What follows belongs to an exercise in optimizing a design on an open flow for small area; a production flow would make more cautious choices. The RTL was checked by simulation tests, not by an equivalence proof against the original design. The clock port is modelled as an ideal driver, which makes a skipped or thinned clock tree look cheaper than it is; a real chip needs a root buffer or a tree. Power and IR drop assume default switching activity.

== rev 12 ==
==> flow/design.v (excerpt) <==
module hdmi_driver(
	input clk,
	input rst,
	input [23:0] time_count,
	output hs,
	output vs,
	output de,
	output[7:0] rgb_r,
	output[7:0] rgb_g,
	output[7:0] rgb_b
);
Size in the first run: ~260 cells after synthesis, ~49 flip-flops, ~53 I/O pins, roughly 0.0023 mm2 of cells after synthesis.
==> flow/config.mk <==
export PLATFORM = sky130hd
export DESIGN_NAME = hdmi_driver
export DESIGN_NICKNAME = hdmi_driver
export VERILOG_FILES = /design/flow/design.v
export SDC_FILE = /design/flow/constraint.sdc
export NUM_CORES = 4
export LEC_CHECK = 0
export ABC_AREA = 1
export CAP_MARGIN = 0
export CORE_MARGIN = 2
export CORE_UTILIZATION = 40
export SLEW_MARGIN = 0
==> flow/constraint.sdc <==
create_clock -name core_clock -period 6.7 [get_ports {clk}]
set_input_delay 1.3400 -clock core_clock [delete_from_list [all_inputs] [get_ports {clk}]]
set_output_delay 1.3400 -clock core_clock [all_outputs]
set_load 0.01 [all_outputs]
standard.sh (not shown) runs the stock make flow with config.mk's settings and CLKGATE_MAP_FILE= SYNTH_SCRIPT=/design/flow/synth_recipe.tcl, a recipe that flattens the netlist after the stock synthesis.
==> flow/flow/run.sh <==
#!/bin/bash
# Own layout flow: the standard ORFS flow (standard.sh) with three changes:
#  - synthesis maps with flow/abc.script (an area-oriented ABC script) instead
#    of ORFS's abc_area/abc_speed script, and leaves the adders to ABC
#    (ADDER_MAP_FILE empty: no half/full adder cells); everything else in
#    synth_recipe.tcl (synth -nofsm -noshare, flatten, renames) is unchanged;
#  - the port buffers are the smallest buffer, sky130_fd_sc_hd__buf_1;
#  - clock tree synthesis without dummy loads, using small clock buffers.
# Each tool's full output is in orfs/logs/ and flow.log in the work folder.
set -euo pipefail
W=$(pwd)
cat > "$W/own_synth.tcl" <<X
proc abc {args} {
  set i [lsearch -exact \$args -script]
  if {\$i >= 0} { lset args [expr {\$i + 1}] $W/flow/abc.script }
  yosys abc {*}\$args
}
source $W/synth_recipe.tcl
X
bash standard.sh SYNTH_SCRIPT="$W/own_synth.tcl" ADDER_MAP_FILE= \
  "BUFFER_PORTS_ARGS=-buffer_cell sky130_fd_sc_hd__buf_1" \
  "CTS_ARGS=-sink_clustering_enable -repair_clock_nets -dont_use_dummy_load -buf_list sky130_fd_sc_hd__clkbuf_4 -root_buf sky130_fd_sc_hd__clkbuf_4" \
  LEAF_SLEW_MAX=0.120 POST_CTS_TCL="$W/flow/cts_post.tcl" \
  finish > "$W/flow.log" 2>&1
==> flow/flow/cts_post.tcl <==
set block [ord::get_db_block]
set clk_net [[$block findBTerm clk] getNet]
# the flip-flop clock pins, wherever CTS connected them
set sinks {}
foreach inst [$block getInsts] {
  set it [$inst findITerm CLK]
  if {$it ne "NULL" && [[$inst getMaster] isSequential]} {
    set bb [$inst getBBox]
    lappend sinks [list $it [expr {([$bb xMin] + [$bb xMax]) / 2}] [expr {([$bb yMin] + [$bb yMax]) / 2}]]
  }
}
# remove CTS's buffers and nets
set old_nets {}
foreach inst [$block getInsts] {
  if {[string match "clkbuf_*_clk" [$inst getName]]} {
    set n [[$inst findITerm X] getNet]
    if {$n ne "NULL"} { lappend old_nets $n }
    odb::dbInst_destroy $inst
  }
}
foreach s $sinks { [lindex $s 0] disconnect }
foreach n $old_nets { odb::dbNet_destroy $n }
# four groups
set byx [lsort -integer -index 1 $sinks]
set h [expr {[llength $byx] / 2}]
set groups {}
foreach half [list [lrange $byx 0 [expr {$h - 1}]] [lrange $byx $h end]] {
  set byy [lsort -integer -index 2 $half]
  set q [expr {[llength $byy] / 2}]
  lappend groups [lrange $byy 0 [expr {$q - 1}]] [lrange $byy $q end]
}
set master4 [[ord::get_db] findMaster sky130_fd_sc_hd__clkbuf_4]
set leaves {}
set k 0
foreach g $groups {
  set sx 0; set sy 0
  foreach s $g { incr sx [lindex $s 1]; incr sy [lindex $s 2] }
  set cx [expr {$sx / [llength $g]}]
  set cy [expr {$sy / [llength $g]}]
  set buf [odb::dbInst_create $block $master4 clkbuf_leaf_${k}_clk]
  set net [odb::dbNet_create $block clknet_leaf_${k}_clk]
  $net setSigType CLOCK
  [$buf findITerm A] connect $clk_net
  [$buf findITerm X] connect $net
  foreach s $g { [lindex $s 0] connect $net }
  $buf setLocation $cx $cy
  $buf setPlacementStatus PLACED
  lappend leaves [list $buf $g]
  incr k
}
detailed_placement
estimate_parasitics -placement
foreach l $leaves {
  set worst 0
  foreach s [lindex $l 1] {
    set it [lindex $s 0]
    set sl [get_property [get_pins [[$it getInst] getName]/CLK] slew_max]
    if {$sl > $worst} { set worst $sl }
  }
  puts "LEAFSLEW [[lindex $l 0] getName] [llength [lindex $l 1]] $worst"
  if {$worst > $::env(LEAF_SLEW_MAX)} {
    replace_cell [[lindex $l 0] getName] sky130_fd_sc_hd__clkbuf_8
  }
}
detailed_placement
estimate_parasitics -placement
Other scripts of this flow, unchanged in this note and not shown: flow/flow/abc.script
Rev 12: PASS, flow complete, no timing, DRC or antenna violations
For rev 13, these inputs were changed with respect to rev 12:
-- flow/flow/run.sh --
<<< rev 12, line 23
  LEAF_SLEW_MAX=0.120 POST_CTS_TCL="$W/flow/cts_post.tcl" \
>>> rev 13, line 23
  LEAF_SLEW_MAX=0.128 POST_CTS_TCL="$W/flow/cts_post.tcl" \
### Flow results
Rev 12 → rev 13: via total after detailed routing decreased by 11 relative to the old numbers, fraction of standard cell area in multi-input logic increased by 0.21 points relative to the old numbers, detailed-routed wire length on met2 closely matched the old numbers.
Total routed wirelength of rev 12 is on par with rev 13.
The maximum frequency of rev 13 falls short of that of rev 12 by 0.0014 GHz.
Est. power | rev 13 vs rev 12 | rev 13 lower
Sort rev 12 and rev 13 by final hold slack asc -> top: rev 12
Diff rev 13..rev 12 | number of stages on the worst hold path | unchanged
Rev 13 ended up with a lower clock group share of total power than rev 12 did.
Comparing rev 12 against rev 13, there is no change at all in die extent in x.
In every run of this note, the design's own scripts or RTL, not TritonCTS, make the clock network.

## static timing again, ports no longer ideal
The results above use ideal ports. As a check the final layouts listed here were re-extracted and re-timed, cells and wires unchanged.
Step 1, drivers: a clkbuf_16 drives clk and a buf_2 each remaining input, both assumed.
Step 2 moves the port delays by t, midway between the first and last clock arrival at a register: inputs arrive t later, outputs are due t later. That takes back most of the time a late clock gives input paths.
Slacks: ideal / step 1 / step 2; pairs: ideal / step 1.
| run | t (ns) | slack for setup (ns) | worst setup path after step 2 | worst register clock-pin slew, ns | worst slew at a driven data input, ns |
|---|---|---|---|---|---|
| rev 12 | 0.211 | 2.114 / 2.056 / 2.267 | register to output | 0.11 / 0.11 | 0.04 |
| rev 13 | 0.215 | 2.083 / 2.030 / 2.245 | register to output | 0.12 / 0.12 | 0.04 |
After both steps every run listed still meets setup and hold.
